Context: an optimization exercise on an open-source flow, tuned for a short achievable clock period. The choices shown serve that exercise and are no tape-out recipe. The RTL was checked by simulation tests, not by an equivalence proof against the original design. No driver is modelled on the clock port, so clocking that relies on it looks cheaper here than on a real chip. Power is estimated from default activity; no workload was simulated.

== the previous run ==
## Basic_ALU
module Basic_ALU (
    clock,
    reset,
    enable,
    aluin1,
    aluin2,
    aluoperation,
    aluopselect,
    aluout
);
clock: 6.0 ns
lec_check: 0
cap_margin: 20
core_margin: 2
core_utilization: 20
setup_slack_margin: 5
slew_margin: 20
standard.sh (not shown) runs the stock make flow with config.mk's settings and CLKGATE_MAP_FILE= SYNTH_SCRIPT=/design/flow/synth_recipe.tcl, a recipe that flattens the netlist after the stock synthesis.
==> flow/flow/run.sh <==
#!/bin/bash
# Own layout flow: the standard ORFS flow (standard.sh) with a different synthesis step.
#  - flow/gate_synth.tcl present: the design is a hand-mapped gate netlist that
#    flow/gen_gates.py writes to alu_gates.v (same function and register names as rtl/Basic_ALU.v).
set -euo pipefail
here=$(pwd)
args=()
if [ -f flow/gate_synth.tcl ]; then
  python3 flow/gen_gates.py > $here/alu_gates.v
  export MY_GATES=$here/alu_gates.v
  args+=(SYNTH_SCRIPT=$here/flow/gate_synth.tcl)
elif [ -f flow/my_synth.tcl ]; then
  export MY_ABC_SCRIPT=$here/flow/abc.script
  if [ -f flow/keep.txt ]; then export MY_ABC_KEEP="$(cat flow/keep.txt)"; fi
  args+=(SYNTH_SCRIPT=$here/flow/my_synth.tcl ADDER_MAP_FILE=)
fi
if [ -f flow/post_cts.tcl ]; then args+=(POST_CTS_TCL=$here/flow/post_cts.tcl); fi
if [ -f flow/post_grt.tcl ]; then args+=(POST_GLOBAL_ROUTE_TCL=$here/flow/post_grt.tcl); fi
bash standard.sh "${args[@]}" finish > $here/flow_make.log 2>&1 || { tail -50 $here/flow_make.log; exit 1; }
tail -5 $here/flow_make.log
test -f out/final.def
==> flow/flow/abc.script <==
strash
dch -f
map -p
topo
buffer -p -c
upsize -c
dnsize -c
stime -c
Other scripts of this flow, unchanged in this note and not shown: flow/flow/keep.txt, flow/flow/my_synth.tcl, flow/flow/post_cts.tcl, flow/flow/post_grt.tcl
Looking at the reports, the previous run completed the entire flow and the layout it produced met the timing, DRC and antenna checks.
### the previous run -> the current run
- swapping 20 for 30 in CORE_UTILIZATION
--- a/flow/flow/abc.script
+++ b/flow/flow/abc.script
@@ -0,0 +1,4 @@
+strash
+dch -f
+map -p
+mfs2
Notes after the runs:
- Lower worst setup slack was reported by the previous run, not the current run.
- The current run against the previous run; cell area after synthesis is down by more than 10%.
- Going from the previous run to the current run, number of clock buffers in the layout went down by 2, sum of net half-perimeters after detailed placement went down by 16%.
- Final cell count was lower in the current run than in the previous run.
- The lower final weighted congestion in routability-driven placement of the current run and the previous run is in the current run.
- From the current run to the previous run, post-synthesis async set-or-reset flop share did not move at all.
- On clock insertion delay at the later pin of the skew report, the current run and the previous run are neck and neck.
- Number of global-route vias before repair in the current run is 1745 lower than in the previous run

* * *

## delta
Starting RTL as in the previous note.
clock: 6.0 ns
lec_check: 0
cap_margin: 20
core_margin: 2
core_utilization: 20
setup_slack_margin: 5
slew_margin: 20
==> flow/flow/abc.script <==
strash
dch -f
map -p
mfs2 -a
strash
dch -f
map -p
topo
buffer -p -c
upsize -c
dnsize -c
stime -c
==> flow/flow/post_cts.tcl <==
# Extra setup repair after CTS (sourced by ORFS's cts.tcl as POST_CTS_TCL):
# a longer repair_timing run, then a greedy sizer that tries every drive strength
# of each cell on the worst path and keeps the one that gives the best worst slack.
log_cmd estimate_parasitics -placement
puts "post_cts: WS before [worst_slack -max]"
set margin [expr {[info exists ::env(SETUP_SLACK_MARGIN)] ? $::env(SETUP_SLACK_MARGIN) : 0}]
log_cmd repair_timing -setup -setup_margin $margin -repair_tns 100 -max_passes 1000 -sequence "sizeup,swap"
puts "post_cts: WS after repair_timing [worst_slack -max]"
estimate_parasitics -placement
puts "post_cts: WS after repair re-estimated [worst_slack -max]"

proc size_family {cell} {
  set name [get_name $cell]
  if {![regexp {^(sky130_fd_sc_hd__[a-z0-9_]+?)_([0-9]+)$} $name -> base sz]} { return {} }
  set res {}
  foreach c [get_lib_cells ${base}_*] {
    set n [get_name $c]
    if {![regexp "^${base}_\[0-9\]+\$" $n]} continue
    set bad 0
    foreach pat $::env(DONT_USE_CELLS) { if {[string match $pat $n]} { set bad 1 } }
    if {!$bad} { lappend res $n }
  }
  return $res
}
proc path_insts {} {
  set pe [lindex [find_timing_paths -path_delay max -group_path_count 1] 0]
  set insts {}
  foreach pin [[$pe path] pins] {
    set pn [get_full_name $pin]
    set k [string last "/" $pn]
    if {$k < 0} continue
    set iname [string range $pn 0 [expr {$k-1}]]
    if {[lsearch -exact $insts $iname] < 0} { lappend insts $iname }
  }
  return $insts
}
set stall 0
for {set it 0} {$it < 80 && $stall < 3} {incr it} {
  set ws_start [worst_slack -max]
  foreach iname [path_insts] {
    set inst [get_cells $iname]
    set cur [get_name [get_lib_cells -of_objects $inst]]
    if {[string match "*__df*" $cur] || [string match "*clkbuf*" $cur]} continue
    set best $cur; set bestws [worst_slack -max]
    foreach c [size_family [get_lib_cells -of_objects $inst]] {
      if {$c eq $cur} continue
      replace_cell $inst $c
      estimate_parasitics -placement
      set ws [worst_slack -max]
      if {$ws > $bestws + 1e-5} { set best $c; set bestws $ws }
    }
    replace_cell $inst $best
    estimate_parasitics -placement
  }
  set ws_end [worst_slack -max]
  if {$ws_end > $ws_start + 1e-4} { set stall 0 } else { incr stall }
}
puts "post_cts: WS after sizer [worst_slack -max]"
estimate_parasitics -placement
puts "post_cts: WS after sizer re-estimated [worst_slack -max]"
set result [catch { detailed_placement } msg]
if { $result != 0 } { error "post_cts: detailed placement failed: $msg" }
check_placement -verbose
log_cmd estimate_parasitics -placement
puts "post_cts: WS after legalization [worst_slack -max]"
==> flow/flow/post_grt.tcl <==
# Extra setup repair after global routing (sourced by ORFS's global_route.tcl as
# POST_GLOBAL_ROUTE_TCL): a longer repair_timing run on global-route parasitics,
# then legalization, incremental re-route of the changed nets and new route guides.
log_cmd estimate_parasitics -global_routing
puts "post_grt: WS before [worst_slack -max]"
set margin [expr {[info exists ::env(SETUP_SLACK_MARGIN)] ? $::env(SETUP_SLACK_MARGIN) : 0}]
log_cmd global_route -start_incremental
log_cmd repair_timing -setup -setup_margin $margin -repair_tns 100 -max_passes 1000 -sequence "sizeup,swap"
log_cmd detailed_placement
log_cmd global_route -end_incremental
log_cmd estimate_parasitics -global_routing
puts "post_grt: WS after [worst_slack -max]"
check_placement -verbose
write_guides $::env(RESULTS_DIR)/route.guide
Scripts as last shown in full above: flow/flow/run.sh
Other scripts of this flow, unchanged in this note and not shown: flow/flow/keep.txt, flow/flow/my_synth.tcl
delta went all the way through synthesis, placement and routing and the layout is clean on timing, DRC and antenna.
For juniper, these inputs were changed with respect to delta:
Settings: a change of SETUP_SLACK_MARGIN from 5 to 3.6.
--- a/flow/flow/run.sh
+++ b/flow/flow/run.sh
@@ -16,5 +16,4 @@
 fi
 if [ -f flow/post_cts.tcl ]; then args+=(POST_CTS_TCL=$here/flow/post_cts.tcl); fi
-if [ -f flow/post_grt.tcl ]; then args+=(POST_GLOBAL_ROUTE_TCL=$here/flow/post_grt.tcl); fi
 bash standard.sh "${args[@]}" finish > $here/flow_make.log 2>&1 || { tail -50 $here/flow_make.log; exit 1; }
 tail -5 $here/flow_make.log
==> flow/flow/abc.script <==
strash
dch -f
map -p
topo
buffer -p -c
upsize -c
dnsize -c
stime -c
removed: flow/flow/post_grt.tcl
--- outcome ---
- delta reached the end of the flow, and the finished layout is clean on the timing, DRC and antenna checks.
- juniper went all the way through the flow, and no timing, DRC or antenna check failed.
- Post-placement worst setup slack: juniper and delta compared, higher one is delta
- In the flow results for juniper and delta, the pin slew with the least headroom to its limit is smaller on delta.
- Post-synthesis compound-gate area fraction, juniper and delta: larger value in delta
- Comparing area after synthesis for juniper and delta, the bigger number came from juniper.
- juniper vs. delta: share of the core filled with cells dropped 6.3 points; met2 capacity usage during global routing dropped 5.3 points; clock buffer count in the final layout dropped 2; area growth from synthesis to layout dropped 32 points.
- Per the comparison of juniper with delta, hold slack now smaller, worst-case headroom to the max-slew limit now smaller.
Edits applied to the flow inputs when going from juniper to fjord:
Settings: SETUP_SLACK_MARGIN now 5, was 3.6.
--- a/flow/flow/run.sh
+++ b/flow/flow/run.sh
@@ -16,4 +16,5 @@
 fi
 if [ -f flow/post_cts.tcl ]; then args+=(POST_CTS_TCL=$here/flow/post_cts.tcl); fi
+if [ -f flow/post_grt.tcl ]; then args+=(POST_GLOBAL_ROUTE_TCL=$here/flow/post_grt.tcl); fi
 bash standard.sh "${args[@]}" finish > $here/flow_make.log 2>&1 || { tail -50 $here/flow_make.log; exit 1; }
 tail -5 $here/flow_make.log
--- a/flow/flow/abc.script
+++ b/flow/flow/abc.script
@@ -1,2 +1,6 @@
+strash
+dch -f
+map -p
+mfs2
 strash
 dch -f
==> flow/flow/post_grt.tcl (new file) <==
# Extra setup repair after global routing (sourced by ORFS's global_route.tcl as
# POST_GLOBAL_ROUTE_TCL): a longer repair_timing run on global-route parasitics,
# then legalization, incremental re-route of the changed nets and new route guides.
log_cmd estimate_parasitics -global_routing
puts "post_grt: WS before [worst_slack -max]"
set margin [expr {[info exists ::env(SETUP_SLACK_MARGIN)] ? $::env(SETUP_SLACK_MARGIN) : 0}]
log_cmd global_route -start_incremental
log_cmd repair_timing -setup -setup_margin $margin -repair_tns 100 -max_passes 1000 -sequence "sizeup,swap"
log_cmd detailed_placement
log_cmd global_route -end_incremental
log_cmd estimate_parasitics -global_routing
puts "post_grt: WS after [worst_slack -max]"
check_placement -verbose
write_guides $::env(RESULTS_DIR)/route.guide
--- outcome ---
- fjord reports a higher fraction of layout cells with a size suffix above 1 than juniper does.
- Changes observed in fjord relative to juniper: average footprint of a synthesized cell shows a reduction of 3.2%; clock latency on the worst-skew pair shows no meaningful change.

* * *

Another version of the RTL of Basic_ALU (not shown whole).
Size: ~33 flip-flops, ~110 I/O pins.
clock: 6.0 ns
lec_check: 0
cap_margin: 20
core_margin: 2
core_utilization: 40
setup_slack_margin: 4
slew_margin: 20
==> flow/flow/run.sh <==
#!/bin/bash
# Standard ORFS layout (the standard.sh) with a custom synthesis step:
#  - no full/half-adder extraction (ADDER_MAP_FILE empty), so ABC sees the whole adder;
set -euo pipefail
here=$(pwd)
export MY_ABC_SCRIPT=$here/flow/abc.script
bash standard.sh SYNTH_SCRIPT=$here/flow/my_synth.tcl ADDER_MAP_FILE= finish 2>&1 | tee $here/make.log
test -f out/final.def
==> flow/flow/abc.script <==
strash
dch -f
map -p
topo
buffer -p -c
upsize -c
dnsize -c
stime -c
==> flow/flow/my_synth.tcl <==
# The standard flow's synthesis script (synth_recipe.tcl) with one change: Yosys's abc call
# uses the ABC script named by MY_ABC_SCRIPT instead of ORFS's speed script.
proc synth {args} { yosys synth -nofsm -noshare {*}$args }
proc abc {args} {
  if {[info exists ::env(MY_ABC_SCRIPT)] && $::env(MY_ABC_SCRIPT) ne ""} {
    set i [lsearch -exact $args -script]
    if {$i >= 0} { set args [lreplace $args $i [expr {$i+1}] -script $::env(MY_ABC_SCRIPT)] }
  }
  puts "MY_ABC: $args"
  yosys abc {*}$args
}
source $::env(SCRIPTS_DIR)/synth.tcl
# left out here: clear keep_hierarchy, flatten, clean up, hide names made inside functions, write 1_2_yosys.v
==> next run, changes <==
--- a/flow/config.mk
+++ b/flow/config.mk
@@ -8,5 +8,5 @@
 export CAP_MARGIN = 20
 export CORE_MARGIN = 2
-export CORE_UTILIZATION = 40
-export SETUP_SLACK_MARGIN = 4
+export CORE_UTILIZATION = 20
+export SETUP_SLACK_MARGIN = 3.6
 export SLEW_MARGIN = 20
- sequential power stays flat
- combinational power came out lower by about 8%
- clock skew stays the same
- die area came out higher by 97%
- via count came out lower by 4.8%

* * *

Basic_ALU, a different RTL version from the one above (not shown whole).
For scale: about 780 cells after synthesis, roughly 33 flip-flops, ~110 I/O pins, roughly 5500 µm² of cells after synthesis.
==> flow/design.v (excerpt) <==
module Basic_ALU 	( 
					clock, 
					reset, 
					enable, 
					aluin1, 
					aluin2, 
                    aluoperation, 
					aluopselect, 
					aluout  );
clock: 6.0 ns
lec_check: 0
cap_margin: 20
core_margin: 2
core_utilization: 40
slew_margin: 20
run.sh (not shown) runs the stock make flow with config.mk's settings and CLKGATE_MAP_FILE= SYNTH_SCRIPT=/design/flow/synth_recipe.tcl, a recipe that flattens the netlist after the stock synthesis.
Stock flow here: none of the scripts above is used.
==> next run, changes <==
Settings changed: ABC_CLOCK_PERIOD_IN_PS set to 1000, SETUP_SLACK_MARGIN set to 4.
Utilization climbs by 8.5 points.
Clock skew does not change.
Global-route usage climbs by 3.6 points.
Worst setup slack gains 690 ps.
Sequential share of layout area drops by 1.2 points.
Critical path depth climbs by 1.

-- static timing again, ports no longer ideal --
How much do the figures lean on ideal ports? The routed layouts below were timed once more, with nothing changed but the port constraints.
Step 1, drivers: a clkbuf_16 drives clock and a buf_2 each remaining input, both assumed.
Step 2 adds t to the input delays and takes it off the output delays; t is the mean of the earliest and latest rising clock arrival at the registers after step 1. Input paths then give back, and output paths get back, about the clock's delay inside the block.
a / b / c = ideal / step 1 / step 2; a / b = the first two.
| run | shift t [ns] | setup WS [ns] | worst setup path after step 2 | clock arrival spread, ns | worst slew at a driven data input, ns |
|---|---|---|---|---|---|
| the previous run | 0.369 | 3.539 / 3.468 / 3.099 | input to register | 0.008 / 0.008 | 0.15 |
| the current run | 0.356 | 3.588 / 3.580 / 3.224 | input to register | 0.006 / 0.005 | 0.15 |
| delta | 0.358 | 3.579 / 3.552 / 3.194 | input to register | 0.007 / 0.006 | 0.15 |
| juniper | 0.353 | 3.544 / 3.504 / 3.151 | input to register | 0.012 / 0.013 | 0.12 |
| fjord | 0.352 | 3.597 / 3.568 / 3.217 | input to register | 0.023 / 0.023 | 0.09 |
| the first run of note 3 | 0.361 | 3.404 / 3.384 / 3.022 | input to register | 0.015 / 0.015 | 0.16 |
| the second run of note 3 | 0.357 | 3.477 / 3.408 / 3.050 | input to register | 0.011 / 0.011 | 0.19 |
| the first run of note 4 | 0.333 | 0.428 / 0.448 / 0.115 | input to register | 0.008 / 0.008 | 0.05 |
| the second run of note 4 | 0.335 | 1.121 / 1.121 / 0.786 | input to register | 0.006 / 0.006 | 0.06 |
After both steps every run listed still meets setup and hold. For the previous run, which loses most, drivers alone change the setup slack by -0.071 ns; drivers and shift together by -0.440 ns.
